From an optimization exercise on the open Yosys and OpenROAD flow, aimed at small area, a short achievable clock period and few clock cycles; shortcuts taken in it are not production practice. At most, simulation tests tie the RTL to the original design; equivalence was not proved. No functional check of the RTL was part of run 1. Power figures rest on the tool's default switching activity, not on a simulated workload.

### flow/config.mk
export PLATFORM = sky130hd
export DESIGN_NAME = DataPath
export DESIGN_NICKNAME = DataPath
export VERILOG_FILES = /design/flow/design.v
export SDC_FILE = /design/flow/constraint.sdc
export NUM_CORES = 4
export LEC_CHECK = 0
export CAP_MARGIN = 20
export CORE_MARGIN = 2
export CORE_UTILIZATION = 40
export PLACE_DENSITY = 0.6
export SLEW_MARGIN = 20
export SYNTH_HIERARCHICAL = 1
### flow/constraint.sdc
create_clock -name core_clock -period 12.0 [get_ports {clk}]
set_input_delay 2.4000 -clock core_clock [delete_from_list [all_inputs] [get_ports {clk}]]
set_output_delay 2.4000 -clock core_clock [all_outputs]
set_load 0.01 [all_outputs]
### flow/design.v
module ALU (output wire [31:0] Out, output wire [31:0] Sum, output wire N, Z, V, C,
            input [31:0] Ain, Bin, input [5:0] Op3, input arith, input Cin,
            input selSum, input selLogic, input selShift, input selLink, input [31:0] link);
	wire        inv   = arith & Op3[2];                  
	wire [31:0] Bx    = Bin ^ {32{inv}};
	wire        cin   = inv ^ (arith & Op3[3] & Cin);     
	wire        cout;
	padd #(32) add(Ain, Bx, cin, Sum, cout);
	reg [31:0] logic_r;
	always @(*) begin
		case (Op3[1:0])
			2'b01:   logic_r = Ain & Bx;
			2'b10:   logic_r = Ain | Bx;
			default: logic_r = Ain ^ Bx;
		endcase
	end
	wire        left = ~Op3[1];                           
	wire        fill = Op3[1] & Op3[0] & Ain[31];
	wire [4:0]  sh   = Bin[4:0];
	reg  [31:0] s_in, s_out;
	integer k;
	always @(*) begin
		for (k = 0; k < 32; k = k + 1) s_in[k] = left ? Ain[31 - k] : Ain[k];
	end
	wire [31:0] s0 = sh[0] ? {fill, s_in[31:1]} : s_in;
	wire [31:0] s1 = sh[1] ? {{2{fill}}, s0[31:2]} : s0;
	wire [31:0] s2 = sh[2] ? {{4{fill}}, s1[31:4]} : s1;
	wire [31:0] s3 = sh[3] ? {{8{fill}}, s2[31:8]} : s2;
	wire [31:0] s4 = sh[4] ? {{16{fill}}, s3[31:16]} : s3;
	always @(*) begin
		for (k = 0; k < 32; k = k + 1) s_out[k] = left ? s4[31 - k] : s4[k];
	end
	assign Out = ({32{selSum}} & Sum) | ({32{selLogic}} & logic_r) |
	             ({32{selShift}} & s_out) | ({32{selLink}} & link);
	wire [31:0] cz    = {Ain[30:0] | Bx[30:0], cin};
	wire        zsum  = &(~(Ain ^ Bx ^ cz));
	wire        zlog  = (logic_r == 32'd0);
	assign N = selLogic ? logic_r[31] : Sum[31];
	assign Z = selLogic ? zlog : zsum;
	wire   addsub = (Op3[1:0] == 2'b00);
	assign C = addsub & (cout ^ inv);
	assign V = addsub & (Ain[31] == Bx[31]) & (Sum[31] != Ain[31]);
endmodule
module padd #(parameter W = 32) (input [W-1:0] a, input [W-1:0] b, input cin,
	output wire [W-1:0] s, output wire cout);
	reg [W-1:0] g, p;
	integer l, i, j;
	always @(*) begin
		g = a & b;
		p = a ^ b;
		g[0] = g[0] | (p[0] & cin);
		for (l = 0; (1 << l) < W; l = l + 1)
			for (i = 0; i < W; i = i + 1)
				if ((i >> l) & 1) begin
					j = ((i >> l) << l) - 1;
					g[i] = g[i] | (p[i] & g[j]);
					p[i] = p[i] & p[j];
				end
	end
	assign s    = (a ^ b) ^ {g[W-2:0], cin};
	assign cout = g[W-1];
endmodule
module rf_aoi222(output wire y, input a0, s0, a1, s1, a2, s2);
	assign y = ~((a0 & s0) | (a1 & s1) | (a2 & s2));
endmodule
module registerFile(output wire [31:0] PA, output wire [31:0] PB, input [4:0] InDecoder,
	input [31:0] InRegister, input [31:1] SelA, input [31:1] SelB, input RFLd, input clk);
	reg [31:0] R [1:31];
	always @(posedge clk) begin
		if (RFLd && InDecoder != 5'd0)
			R[InDecoder] <= InRegister;
	end
	genvar b, g;
	generate for (b = 0; b < 32; b = b + 1) begin : gb
		wire [10:0] na, nb;
		for (g = 0; g < 11; g = g + 1) begin : grp
			if (g < 10) begin : full
				rf_aoi222 ua(na[g], R[3*g+1][b], SelA[3*g+1], R[3*g+2][b], SelA[3*g+2], R[3*g+3][b], SelA[3*g+3]);
				rf_aoi222 ub(nb[g], R[3*g+1][b], SelB[3*g+1], R[3*g+2][b], SelB[3*g+2], R[3*g+3][b], SelB[3*g+3]);
			end else begin : last
				assign na[g] = ~(R[31][b] & SelA[31]);
				assign nb[g] = ~(R[31][b] & SelB[31]);
			end
		end
		assign PA[b] = ~&na;
		assign PB[b] = ~&nb;
	end endgenerate
endmodule
module conditionChecker(output reg cond, output wire a, input [4:0] conditionCode,
	input N_flag, Z_flag, V_flag, C_flag);
	assign a = conditionCode[4];
	reg base;
	always @(*) begin
		case (conditionCode[2:0])
			3'b000: base = 1'b0;                           
			3'b001: base = Z_flag;                         
			3'b010: base = Z_flag | (N_flag ^ V_flag);     
			3'b011: base = N_flag ^ V_flag;                
			3'b100: base = C_flag | Z_flag;                
			3'b101: base = C_flag;                         
			3'b110: base = N_flag;                         
			default: base = V_flag;                        
		endcase
		cond = conditionCode[3] ^ base;
	end
endmodule
module controlUnit(
	input  [31:0] instr,
	output wire   isArith,     
	output wire   isJmpl,
	output wire   isCall,
	output wire   isSethi,
	output wire   isBranch,
	output wire   isLoad,
	output wire   isStore,
	output wire   setsCC,
	output wire   writesRd,    
	output wire [4:0] ra,      
	output wire [4:0] rb,      
	output wire [4:0] dest);   
	wire [1:0] op  = instr[31:30];
	wire [2:0] op2 = instr[24:22];
	wire [5:0] op3 = instr[24:19];
	wire       imm = instr[13];
	assign isJmpl   = (op == 2'b10) & (op3 == 6'b111000);
	assign isArith  = (op == 2'b10) & ~isJmpl;
	assign isCall   = (op == 2'b01);
	assign isSethi  = (op == 2'b00) & (op2 == 3'b100);
	assign isBranch = (op == 2'b00) & (op2 == 3'b010);
	assign isLoad   = (op == 2'b11) & ~op3[2];
	assign isStore  = (op == 2'b11) & op3[2];
	assign setsCC   = (op == 2'b10) & op3[4] & ~op3[5];
	assign writesRd = (op == 2'b10) | isCall | isSethi;
	assign ra   = op[1] ? instr[18:14] : 5'd0;
	assign rb   = ~op[1] ? 5'd0 : ~imm ? instr[4:0] : isStore ? instr[29:25] : 5'd0;
	assign dest = isCall ? 5'd15 : instr[29:25];
endmodule
module DataPath(
	input         clk,
	input         rst,
	output        mem_req,
	output        mem_we,
	output [1:0]  mem_size,
	output [31:0] mem_addr,
	output [31:0] mem_wdata,
	input         mem_ready,
	input  [31:0] mem_rdata);
	reg  [31:0] fpc;                   
	reg  [31:0] ir, dpc;               
	reg         dv;
	reg  [31:0] eA, eB, epc;           
	reg  [12:0] eImm;
	reg         eUseImm;
	reg  [5:0]  eOp3;
	reg         eArith, eSum, eLogic, eShift, eLink;
	reg         eWe, eSetCC, eLd, eSt, eSt0, eJmpl;
	reg  [4:0]  eRd, eRa, eRb;
	reg  [3:0]  icc;                   
	reg         m, s;                  
	reg  [31:0] mar, mdr;
	reg  [4:0]  lrd;
	reg  [1:0]  lsz;
	reg         lsgn, lst, refA, refB;
	wire isArith, isJmpl, isCall, isSethi, isBranch, isLoad, isStore, setsCC, writesRd;
	wire [4:0] ra, rb, dest;
	controlUnit cu(ir, isArith, isJmpl, isCall, isSethi, isBranch, isLoad, isStore, setsCC,
	               writesRd, ra, rb, dest);
	wire [5:0] op3 = ir[24:19];
	wire [31:0] rfA, rfB;
	wire [4:0]  rbSel = s ? lrd : rb;
	reg  [31:1] selA, selB;
	integer j;
	always @(*) begin
		for (j = 1; j < 32; j = j + 1) begin
			selA[j] = (ra == j);
			selB[j] = (rbSel == j);
		end
	end
	wire [31:0] result;
	wire [31:0] load_ext;
	wire [31:0] rf_in    = m ? load_ext : result;
	wire [4:0]  rf_waddr = m ? lrd : eRd;
	wire        rf_we    = m ? ~lst : (eWe & ~s);
	registerFile rf(rfA, rfB, rf_waddr, rf_in, selA, selB, rf_we, clk);
	wire [31:0] opB = eUseImm ? {{19{eImm[12]}}, eImm} : eB;
	wire [31:0] sum;
	wire nF, zF, vF, cF;
	ALU alu(result, sum, nF, zF, vF, cF, eA, opB, eOp3, eArith, icc[0],
	        eSum, eLogic, eShift, eLink, epc);
	wire [31:0] vA = (eWe && eRd == ra) ? result : rfA;
	wire [31:0] vB = (eWe && eRd == rb) ? result : rfB;
	wire [3:0] fl = eSetCC ? {nF, zF, vF, cF} : icc;
	wire cc_out, a_out;
	conditionChecker cc(cc_out, a_out, ir[29:25], fl[3], fl[2], fl[1], fl[0]);
	wire [31:0] disp   = isCall ? {ir[29:0], 2'b00} : {{8{ir[21]}}, ir[21:0], 2'b00};
	wire [29:0] target30;
	wire        tc;
	padd #(30) tadd(dpc[31:2], disp[31:2], 1'b0, target30, tc);
	wire [31:0] target = {target30, dpc[1:0]};
	reg  [31:0] fpc4;
	reg  [31:2] lowmask;
	integer q;
	always @(*) begin
		fpc4[1:0] = fpc[1:0];
		for (q = 2; q < 32; q = q + 1) begin
			lowmask = ~(30'h3FFFFFFF << (q - 2));
			fpc4[q] = fpc[q] ^ (&(fpc[31:2] | ~lowmask));
		end
	end
	wire        taken  = dv & (isCall | (isBranch & cc_out));
	wire        annul  = dv & isBranch & a_out & (~cc_out | (ir[28:25] == 4'b1000));
	reg [31:0] lx;
	always @(*) begin
		case (lsz)
			2'b00:   lx = {{24{lsgn & mem_rdata[7]}}, mem_rdata[7:0]};
			2'b01:   lx = {{16{lsgn & mem_rdata[15]}}, mem_rdata[15:0]};
			default: lx = mem_rdata;
		endcase
	end
	assign load_ext = lx;
	wire ready = mem_ready;
	wire dgo   = ready & dv;           
	always @(posedge clk) begin
		if (rst) begin
			fpc    <= 32'd0;
			dv     <= 1'b0;
			eWe    <= 1'b0;
			eSetCC <= 1'b0;
			eLd    <= 1'b0;
			eSt    <= 1'b0;
			eJmpl  <= 1'b0;
			m      <= 1'b0;
			s      <= 1'b0;
			icc    <= 4'b0000;
		end else if (m) begin
			if (refA) eA <= load_ext;
			if (refB) eB <= load_ext;
			if (ready) m <= 1'b0;
		end else if (s) begin
			mdr <= rfB;
			s   <= 1'b0;
			m   <= 1'b1;
		end else begin
			if (eSetCC) icc <= {nF, zF, vF, cF};
			if (eLd | eSt) begin
				if (eSt & eSt0) s <= 1'b1;
				else            m <= 1'b1;
			end
			if (eJmpl)      fpc <= sum;
			else if (ready) fpc <= taken ? target : fpc4;
			if (ready) begin
				ir  <= mem_rdata;
				dv  <= ~(annul | eJmpl);
				dpc <= fpc;
			end
			eWe    <= dgo & writesRd & (dest != 5'd0);
			eSetCC <= dgo & setsCC;
			eLd    <= dgo & isLoad;
			eSt    <= dgo & isStore;
			eJmpl  <= dgo & isJmpl;
		end
		if (~m & ~s) begin
			eA      <= vA;
			eB      <= isSethi ? {ir[21:0], 10'd0} : vB;
			eImm    <= ir[12:0];
			eUseImm <= ir[31] & ir[13];
			eOp3    <= op3;
			eArith  <= isArith;
			eLink   <= isCall | isJmpl;
			eShift  <= isArith & op3[5];
			eLogic  <= isArith & ~op3[5] & (op3[1:0] != 2'b00);
			eSum    <= ~(isCall | isJmpl) & ~(isArith & (op3[5] | (op3[1:0] != 2'b00)));
			eRd     <= dest;
			eRa     <= ra;
			eRb     <= rb;
			eSt0    <= ~ir[13];
			epc     <= dpc;
			mar  <= sum;
			mdr  <= eB;
			lrd  <= eRd;
			lsz  <= (eOp3[1:0] == 2'b00) ? 2'b10 : (eOp3[1:0] == 2'b01) ? 2'b00 : 2'b01;
			lsgn <= eOp3[3];
			lst  <= eSt;
			refA <= eLd & (ra == eRd) & (eRd != 5'd0);
			refB <= eLd & (rb == eRd) & (eRd != 5'd0);
		end
	end
	assign mem_req   = ~s;
	assign mem_we    = m & lst;
	assign mem_size  = m ? lsz : 2'b10;
	assign mem_addr  = m ? mar : fpc;
	assign mem_wdata = mdr;
endmodule
### flow/run.sh
#!/bin/bash
# synth_recipe.tcl (not shown) runs the flow's synth.tcl, then flattens the netlist and writes it again
# the make line also repeats each setting of config.mk as NAME=value (left out here)
make -C /OpenROAD-flow-scripts/flow DESIGN_CONFIG=/design/flow/config.mk WORK_HOME=/design/flow/orfs CLKGATE_MAP_FILE= SYNTH_SCRIPT=/design/flow/synth_recipe.tcl finish
==> results by group, run 1 <==
Setup path
  – Startpoint of the lowest-slack register-to-register path: eUseImm
  – Max incr delay on CP: 0.69 ns
  – R2r worst-path depth: 23
  – Cell type with the highest occurrence count on the critical path: sky130_fd_sc_hd__xnor2_1
  – Crit-path max FO: 33
  – Critical-path cell with the highest stage delay: sky130_fd_sc_hd__a211oi_1
  – CP startpoint kind: register
  – Required time of the critical path: 12.64 ns
  – Data arrival time of the worst path: 8.49 ns
  – Ordered cell list for the critical path: buf_4 -> mux2_2 -> clkinv_1 -> xnor2_1 -> ha_1 -> o211a_1 -> nand3_1 -> a31oi_2 -> o21ai_2 -> a211oi_1 -> o41a_1 -> xnor2_1 -> nor3b_1 -> mux2_2 -> xnor2_1 -> o21ai_0 -> o21ai_1 -> xnor2_1 -> a21o_1 -> nand2_1 -> or3_1 -> o21ai_0 -> a211oi_1
  – Worst Setup End Kind: register
  – R2R Setup Slk: 4.15 ns
  – Terminus of the critical flop-to-flop path: fpc[0]
  – Path type of the worst setup path: reg -> reg

Outcome
  – Outcome: finished clean

Die
  – Initial cell density of the core: 40.34%
  – Die extent in y: 398.6 um
  – Die Area: 158900 sq um
  – Row Count: 144
  – Core Area: 154400 sq um
  – Die width: 398.6 um
  – IO Pins: 103

Clocking
  – CTS max path bufs: 3
  – Post-CTS setup buffer count: 0
  – CTS hold repair buffers: 0
  – Worst-path clk slew: 0.06 ns
  – Num CTS Buffers: 136
  – Depth of the CTS H-tree: 4
  – CTS tree: built
  – Number of sinks on the clock net: 1300
  – CTS root buffer: sky130_fd_sc_hd__clkbuf_16
  – Number of gates resized after CTS: 0
  – Worst skew pair latency: 0.81 ns

Power and ir drop
  – Clock share of power: 33.8%
  – Standby leakage power: 24.48 nW
  – Fraction of power consumed by combinational cells: 19.7%
  – Worst vdd ir: 147.3 uV
  – Cell Int Power: 8.513 mW
  – Sw Ratio: 30.63%
  – PD cells: 172.0 nW/um^2
  – Reported net switching power: 3.759 mW
  – Fraction of power consumed by sequential logic: 46.5%

Final layout
  – Area Growth Syn to Fin: 14.51%
  – Commonest cells after routing, fill and taps aside: 1256 x sky130_fd_sc_hd__edfxtp_1, 662 x sky130_fd_sc_hd__a222oi_1, 284 x sky130_fd_sc_hd__nand2_1
  – Most common library cell in the layout ignoring fill and taps: sky130_fd_sc_hd__edfxtp_1
  – Design area: 71330 sq um
  – Share of layout cells above drive strength 1: 13.04%
  – Layout Nets: 4853

STA
  – Tightest hold margin: 0.4562 ns
  – Setup TNS: 0 ns
  – Relative slew slack: 17.06%
  – Worst clock skew: 0.06124 ns
  – Final critical delay including setup and external delays: 7.846 ns
  – Setup violations, final: 0
  – Final Cycle Share: 65.38%
  – Slew @ Worst Pin: 1.244 ns
  – F_max: 0.1275 GHz
  – RSZ-0062 raised after global routing: false
  – Count of pins over their slew limit: 0
  – Final hold viol count: 0

Synth
  – Post-synthesis cell area: 62290 sq um
  – Total number of yosys warnings: 12
  – Syn_nets: 4637
  – Synthesized area divided by synthesized cell count: 13.88 sq um
  – Gate Count Post-Synth: 4487

Worst hold path
  – Hold path start: eOp3[3]
  – Kind of path behind the tightest hold check: reg -> reg
  – Hold-critical path depth: 0
  – Worst hold path endpoint: lsgn

Global routing
  – Number of antenna violations at the first check in global routing: 10
  – First-pass GRT wire length: 353.7 mm
  – Via count of the first global-routing pass: 45750
  – Overflow left after global routing: 0
  – Global-route usage over all layers: 31.54%
  – Pin count of the biggest net entering global routing: 70

Route
  – Iter 0 DRT Violations: 10860
  – Routed via count: 49250
  – Top Metal Used: met5
  – Post-route met1 wirelength: 93.19 mm
  – Number of iterations in the first detailed-routing pass: 14
  – Detail Route met3 WL: 35.17 mm
  – Number of remaining DRC errors: 0
  – Routed length per placed instance: 37.66 um
  – Final WL: 258.2 mm
  – Drt via density: 7.184
  – Antenna-violating nets left: 0
  – Metal2 WL: 110.8 mm

Placed design
  – Gpl congestion: 1.008
  – Count of buffers inserted at the top-level ports: 102
  – Area after DPL: 66970 sq um
  – Detail Placement HPWL: 161.5 mm

Run
  – Number of violations of the max-capacitance limit: 0
-- worst max-delay path by stage --
stage	from	end	slack, ns	depth (start not counted)
2_1_floorplan	eUseImm	fpc[11]	5.63	33
3_3_place_gp	eUseImm	fpc[0]	4.47	27
3_5_place_dp	eUseImm	fpc[0]	4.31	23
4_1_cts	eUseImm	fpc[17]	4.26	22
5_1_grt	eUseImm	fpc[17]	3.56	22
6_report	eUseImm	fpc[0]	4.15	23
-- through the flow --
step	power [mW]	setup WS (ns)	utilization (%)	std cells
after global placement	8.101	4.470	43.37	6609
after CTS	12.21	4.263	46.19	6851
final	12.27	4.154	46.20	6855
after global routing	12.55	3.564	46.19	6851
after detailed placement	8.114	4.312	43.37	6609
after floorplan	6.950	5.626	-	4487
-- area by class of cell --
type | count | area, sq um
well taps | 2044 | 2557
clock inverters | 73 | 719.4
inverters | 88 | 335.3
fillers | 13580 | 83070
multi-input cells | 2925 | 23340
repair buffers | 252 | 2142
diodes | 4 | 10.01
clock buffers | 169 | 3631
flip-flops and latches | 1300 | 38600
-- power groups by stage --
| stage | combinational (mW) | sequential [mW] | clock, mW |
|---|---|---|---|
| 2_1_floorplan | 1.24 | 5.71 | 0 |
| 3_3_place_gp | 2.31 | 5.79 | 0 |
| 3_5_place_dp | 2.32 | 5.79 | 0 |
| 4_1_cts | 2.33 | 5.70 | 4.18 |
| 5_1_grt | 2.49 | 5.71 | 4.35 |
| 6_report | 2.42 | 5.70 | 4.15 |
-- worst max-delay path, delay by kind of cell, from the launching register on --
kind | cells | cell delay [ns]
AND/OR/NAND/NOR | 4 | 1.31
buffers and inverters | 2 | 1.03
XOR/XNOR | 4 | 1.17
AO/OA/AOI/OAI | 10 | 2.72
flip-flops | 1 | 0.32
multiplexers | 2 | 0.91
adder cells (fa/ha/maj) | 1 | 0.19
-- sequential cells by signal, summed over array words and instances (netlist names), 5 cells and up --
register  count
rf.R        992
ir           32
eA           32
eImm         13
lrd           5
dpc          32
eB           32
eRd           5
mar          32
epc          32
mdr          32
fpc          32
-- routing by layer --
metal,up-vias,track usage [%]
li1,20010,-
met1,24660,40.46
met2,3858,46.58
met3,707,9.780
met4,8,19.49
met5,-,0
==> run 2, diff against run 1 <==
--- a/flow/design.v
+++ b/flow/design.v
@@ -1,7 +1,4 @@
 module ALU (output wire [31:0] Out, output wire [31:0] Sum, output wire N, Z, V, C,
-            input [31:0] Ain, Bin, input [5:0] Op3, input arith, input Cin,
+            input [31:0] Ain, Bx, input [4:0] Sh, input [5:0] Op3, input inv, input cin,
             input selSum, input selLogic, input selShift, input selLink, input [31:0] link);
-	wire        inv   = arith & Op3[2];                  
-	wire [31:0] Bx    = Bin ^ {32{inv}};
-	wire        cin   = inv ^ (arith & Op3[3] & Cin);     
 	wire        cout;
@@ -18,3 +15,2 @@
 	wire        fill = Op3[1] & Op3[0] & Ain[31];
-	wire [4:0]  sh   = Bin[4:0];
 	reg  [31:0] s_in, s_out;
@@ -24,7 +20,7 @@
 	end
-	wire [31:0] s0 = sh[0] ? {fill, s_in[31:1]} : s_in;
-	wire [31:0] s1 = sh[1] ? {{2{fill}}, s0[31:2]} : s0;
-	wire [31:0] s2 = sh[2] ? {{4{fill}}, s1[31:4]} : s1;
-	wire [31:0] s3 = sh[3] ? {{8{fill}}, s2[31:8]} : s2;
-	wire [31:0] s4 = sh[4] ? {{16{fill}}, s3[31:16]} : s3;
+	wire [31:0] s0 = Sh[0] ? {fill, s_in[31:1]} : s_in;
+	wire [31:0] s1 = Sh[1] ? {{2{fill}}, s0[31:2]} : s0;
+	wire [31:0] s2 = Sh[2] ? {{4{fill}}, s1[31:4]} : s1;
+	wire [31:0] s3 = Sh[3] ? {{8{fill}}, s2[31:8]} : s2;
+	wire [31:0] s4 = Sh[4] ? {{16{fill}}, s3[31:16]} : s3;
 	always @(*) begin
@@ -150,15 +146,16 @@
 	reg         dv;
-	reg  [31:0] eA, eB, epc;           
-	reg  [12:0] eImm;
-	reg         eUseImm;
+	reg  [31:0] eA, eB, eS, epc;       
+	reg  [4:0]  eSh;
 	reg  [5:0]  eOp3;
-	reg         eArith, eSum, eLogic, eShift, eLink;
+	reg         eArith, eInv, eSum, eLogic, eShift, eLink;
 	reg         eWe, eSetCC, eLd, eSt, eSt0, eJmpl;
-	reg  [4:0]  eRd, eRa, eRb;
+	reg  [4:0]  eRd;
 	reg  [3:0]  icc;                   
 	reg         m, s;                  
-	reg  [31:0] mar, mdr;
+	reg  [31:0] ma, mdr;               
+	reg         mreq, mwe;
+	reg  [1:0]  msize;
 	reg  [4:0]  lrd;
 	reg  [1:0]  lsz;
-	reg         lsgn, lst, refA, refB;
+	reg         lsgn, lst, refA, refB, refS;
 	wire isArith, isJmpl, isCall, isSethi, isBranch, isLoad, isStore, setsCC, writesRd;
@@ -184,6 +181,6 @@
 	registerFile rf(rfA, rfB, rf_waddr, rf_in, selA, selB, rf_we, clk);
-	wire [31:0] opB = eUseImm ? {{19{eImm[12]}}, eImm} : eB;
 	wire [31:0] sum;
 	wire nF, zF, vF, cF;
-	ALU alu(result, sum, nF, zF, vF, cF, eA, opB, eOp3, eArith, icc[0],
+	wire cin = eInv ^ (eArith & eOp3[3] & icc[0]);       
+	ALU alu(result, sum, nF, zF, vF, cF, eA, eB, eSh, eOp3, eInv, cin,
 	        eSum, eLogic, eShift, eLink, epc);
@@ -191,2 +188,5 @@
 	wire [31:0] vB = (eWe && eRd == rb) ? result : rfB;
+	wire        useImm = ir[31] & ir[13];
+	wire        inv    = isArith & op3[2] & ~op3[5];
+	wire [31:0] bsel   = useImm ? {{19{ir[12]}}, ir[12:0]} : isSethi ? {ir[21:0], 10'd0} : vB;
 	wire [3:0] fl = eSetCC ? {nF, zF, vF, cF} : icc;
@@ -222,2 +222,4 @@
 	wire dgo   = ready & dv;           
+	wire eMem  = eLd | eSt;
+	wire [31:0] fpc_n = eJmpl ? sum : ~ready ? fpc : taken ? target : fpc4;
 	always @(posedge clk) begin
@@ -225,2 +227,6 @@
 			fpc    <= 32'd0;
+			ma     <= 32'd0;
+			mreq   <= 1'b1;
+			mwe    <= 1'b0;
+			msize  <= 2'b10;
 			dv     <= 1'b0;
@@ -236,16 +242,32 @@
 			if (refA) eA <= load_ext;
-			if (refB) eB <= load_ext;
-			if (ready) m <= 1'b0;
+			if (refB) eB <= load_ext ^ {32{eInv}};
+			if (refB) eSh <= load_ext[4:0];
+			if (refS) eS <= load_ext;
+			if (ready) begin
+				m     <= 1'b0;
+				ma    <= fpc;
+				mwe   <= 1'b0;
+				msize <= 2'b10;
+			end
 		end else if (s) begin
-			mdr <= rfB;
-			s   <= 1'b0;
-			m   <= 1'b1;
+			mdr  <= rfB;
+			s    <= 1'b0;
+			m    <= 1'b1;
+			mreq <= 1'b1;
+			mwe  <= 1'b1;
 		end else begin
 			if (eSetCC) icc <= {nF, zF, vF, cF};
-			if (eLd | eSt) begin
-				if (eSt & eSt0) s <= 1'b1;
-				else            m <= 1'b1;
-			end
-			if (eJmpl)      fpc <= sum;
-			else if (ready) fpc <= taken ? target : fpc4;
+			fpc <= fpc_n;
+			if (eMem) begin
+				ma    <= sum;
+				msize <= (eOp3[1:0] == 2'b00) ? 2'b10 : (eOp3[1:0] == 2'b01) ? 2'b00 : 2'b01;
+				if (eSt & eSt0) begin
+					s    <= 1'b1;
+					mreq <= 1'b0;
+				end else begin
+					m    <= 1'b1;
+					mwe  <= eSt;
+				end
+			end else
+				ma <= fpc_n;
 			if (ready) begin
@@ -263,7 +285,8 @@
 			eA      <= vA;
-			eB      <= isSethi ? {ir[21:0], 10'd0} : vB;
-			eImm    <= ir[12:0];
-			eUseImm <= ir[31] & ir[13];
+			eB      <= bsel ^ {32{inv}};
+			eSh     <= bsel[4:0];
+			eS      <= vB;
 			eOp3    <= op3;
 			eArith  <= isArith;
+			eInv    <= inv;
 			eLink   <= isCall | isJmpl;
@@ -273,8 +296,5 @@
 			eRd     <= dest;
-			eRa     <= ra;
-			eRb     <= rb;
 			eSt0    <= ~ir[13];
 			epc     <= dpc;
-			mar  <= sum;
-			mdr  <= eB;
+			mdr  <= eS;
 			lrd  <= eRd;
@@ -284,9 +304,10 @@
 			refA <= eLd & (ra == eRd) & (eRd != 5'd0);
-			refB <= eLd & (rb == eRd) & (eRd != 5'd0);
+			refB <= eLd & ~useImm & (rb == eRd) & (eRd != 5'd0);
+			refS <= eLd & useImm & isStore & (rb == eRd) & (eRd != 5'd0);
 		end
 	end
-	assign mem_req   = ~s;
-	assign mem_we    = m & lst;
-	assign mem_size  = m ? lsz : 2'b10;
-	assign mem_addr  = m ? mar : fpc;
+	assign mem_req   = mreq;
+	assign mem_we    = mwe;
+	assign mem_size  = msize;
+	assign mem_addr  = ma;
 	assign mem_wdata = mdr;
--- a/flow/config.mk
+++ b/flow/config.mk
@@ -9,4 +9,5 @@
 export CORE_MARGIN = 2
-export CORE_UTILIZATION = 40
-export PLACE_DENSITY = 0.6
+export CORE_UTILIZATION = 60
+export PLACE_DENSITY = 0.7
+export SETUP_SLACK_MARGIN = 5
 export SLEW_MARGIN = 20
==> results by group, run 2 <==
STA
  – Relative slew slack: 13.50%
  – Setup violations, final: 0
  – Tightest hold margin: 0.4537 ns
  – RSZ-0062 raised after global routing: false
  – Final hold viol count: 0
  – Worst clock skew: 0.04603 ns
  – Slew @ Worst Pin: 1.277 ns
  – Final Cycle Share: 54.50%
  – Setup TNS: 0 ns
  – Final critical delay including setup and external delays: 6.540 ns
  – F_max: 0.1529 GHz
  – Count of pins over their slew limit: 0

Setup path
  – Cell type with the highest occurrence count on the critical path: sky130_fd_sc_hd__xnor2_1
  – Max incr delay on CP: 0.51 ns
  – Worst setup path startpoint: eOp3[3]
  – Startpoint of the lowest-slack register-to-register path: eOp3[3]
  – CP startpoint kind: register
  – Crit-path max FO: 14
  – Required time of the critical path: 12.65 ns
  – Data arrival time of the worst path: 7.19 ns
  – Critical-path cell with the highest stage delay: sky130_fd_sc_hd__a21oi_2
  – Worst Setup End Kind: register
  – Path type of the worst setup path: reg -> reg

Run
  – Number of violations of the max-capacitance limit: 0

Final layout
  – Area Growth Syn to Fin: 12.83%
  – Layout Nets: 5336
  – Area used by multi-input combinational logic: 25360 sq um
  – Share of layout cells above drive strength 1: 12.26%
  – Commonest cells after routing, fill and taps aside: 1248 x sky130_fd_sc_hd__edfxtp_1, 671 x sky130_fd_sc_hd__a222oi_1, 453 x sky130_fd_sc_hd__nand2_1
  – Biggest register: rf.R
  – Number of fillers in the final layout: 7650
  – Max FFs per register: 992
  – Most common library cell in the layout ignoring fill and taps: sky130_fd_sc_hd__edfxtp_1
  – Area occupied by registers: 39080 sq um

Clocking
  – Worst skew pair latency: 0.80 ns
  – CTS max path bufs: 3
  – Depth of the CTS H-tree: 4
  – CTS hold repair buffers: 0
  – CTS tree: built
  – Worst-path clk slew: 0.06 ns
  – Num CTS Buffers: 136
  – CTS root buffer: sky130_fd_sc_hd__clkbuf_16
  – Number of sinks on the clock net: 1328

Synth
  – Post-synthesis cell area: 65120 sq um
  – Syn_nets: 5144
  – Gate Count Post-Synth: 4962
  – Synthesized area divided by synthesized cell count: 13.12 sq um
  – Total number of yosys warnings: 12

Global routing
  – Global-route usage over all layers: 47.00%
  – Via count of the first global-routing pass: 49980
  – First-pass GRT wire length: 370.1 mm
  – Number of antenna violations at the first check in global routing: 15
  – Pin count of the biggest net entering global routing: 127
  – Overflow left after global routing: 0

Route
  – Final WL: 267.8 mm
  – Routed via count: 54030
  – Drt via density: 8.103
  – Metal2 WL: 115.7 mm
  – Number of iterations in the first detailed-routing pass: 14
  – Iter 0 DRT Violations: 13520
  – Routed length per placed instance: 40.16 um
  – Antenna-violating nets left: 0
  – Detail Route met3 WL: 39.88 mm
  – Number of remaining DRC errors: 0
  – Top Metal Used: met5
  – Post-route met1 wirelength: 84.95 mm

Die
  – Initial cell density of the core: 60.66%
  – Die extent in y: 333.4 um
  – IO Pins: 103
  – Row Count: 120
  – Die width: 333.4 um
  – Die Area: 111200 sq um
  – Core Area: 107400 sq um

Worst hold path
  – Hold path start: eOp3[3]
  – Kind of path behind the tightest hold check: reg -> reg

Placed design
  – Gpl congestion: 1.047
  – Count of buffers inserted at the top-level ports: 102
  – Detail Placement HPWL: 168.5 mm

Power and ir drop
  – Worst vdd ir: 183.5 uV
  – PD cells: 168.2 nW/um^2
  – Standby leakage power: 25.34 nW

Outcome
  – Outcome: finished clean
==> run 2: layout make-up <==
cell class                      instances  share of cell area [%]
Inverter                              158                  0.8173
Clock buffer                          175                   4.957
Antenna cell                            5                 0.01703
Tap cell                             1403                   2.389
Timing Repair Buffer                  268                   3.091
Sequential cell                      1328                   53.19
Clock inverter                         68                   1.032
Multi-Input combinational cell       3262                   34.51
==> run 2: report_power, final <==
group / internal (mW) / switching (mW) / leakage, nW
combinational: 0.686 / 1.73 / 10.9
clock: 2.35 / 1.87 / 2.12
sequential: 5.55 / 0.172 / 12.4
total: 8.58 / 3.78 / 25.3
==> run 2: worst paths after layout <==
check,endpoint,slack (ns),cells after the start
max,ma[27],5.46,29
min,lsgn,0.45,0
max reg2reg,ma[27],5.46,29
min reg2reg,lsgn,0.45,0
==> run 2: critical path, delay by kind of cell (launching register included) <==
| kind | cells | cell delay, ns |
|---|---|---|
| flip-flops | 1 | 0.34 |
| buffers and inverters | 4 | 0.61 |
| adder cells (fa/ha/maj) | 2 | 0.62 |
| AO/OA/AOI/OAI | 13 | 3.01 |
| AND/OR/NAND/NOR | 4 | 0.46 |
| XOR/XNOR | 5 | 1.07 |
| multiplexers | 1 | 0.30 |
==> run 2: layer usage <==
metal | vias to the layer above | track usage [%]
met2 | 5238 | 69.34
met4 | 10 | 37.83
met5 | - | 1.172
li1 | 21550 | -
met3 | 1144 | 13.90
met1 | 26080 | 57.65
==> run 2: timing repair <==
action                                 in CTS  in global routing
resized for setup                           0                  9
setup endpoints to repair                   0                 52
setup buffers                               0                  2
endpoints found under the hold margin       0                  0
==> run 2: through the flow <==
step | util [%] | worst slack, ns | std cells | power [mW] | cell area [sq um]
5_1_grt | 68.43 | 5.004 | 6662 | 12.57 | 73470
6_report | 68.45 | 5.460 | 6667 | 12.36 | 73480
2_1_floorplan | - | 5.462 | 4962 | 6.970 | 65120
3_5_place_dp | 64.26 | 5.029 | 6415 | 8.081 | 68990
4_1_cts | 68.36 | 5.009 | 6658 | 12.22 | 73390
3_3_place_gp | 64.26 | 5.127 | 6415 | 8.058 | 68990
Testbench counts of run 2, summed over its fixed seeds: cycles 32,563.

[what the ideal ports hide]
The flow's constraints put no driver on any port. The routed layouts listed below were extracted and timed again, unchanged, in two steps. Step 1, drivers: a clkbuf_16 drives clk and a buf_2 each remaining input, both assumed. Step 2 adds t to the input delays and takes it off the output delays; t is the mean of the earliest and latest rising clock arrival at the registers after step 1. Input paths then give back, and output paths get back, about the clock's delay inside the block. a / b / c = ideal ports / drivers / drivers and shift; a / b = the first two.
run	t (ns)	slack for setup (ns)	cell pins on the clock port's net
run 1	0.861	4.154 / 4.154 / 4.154	1
run 2	0.857	5.460 / 5.460 / 5.460	1
After both steps setup and hold are still met in every run listed.
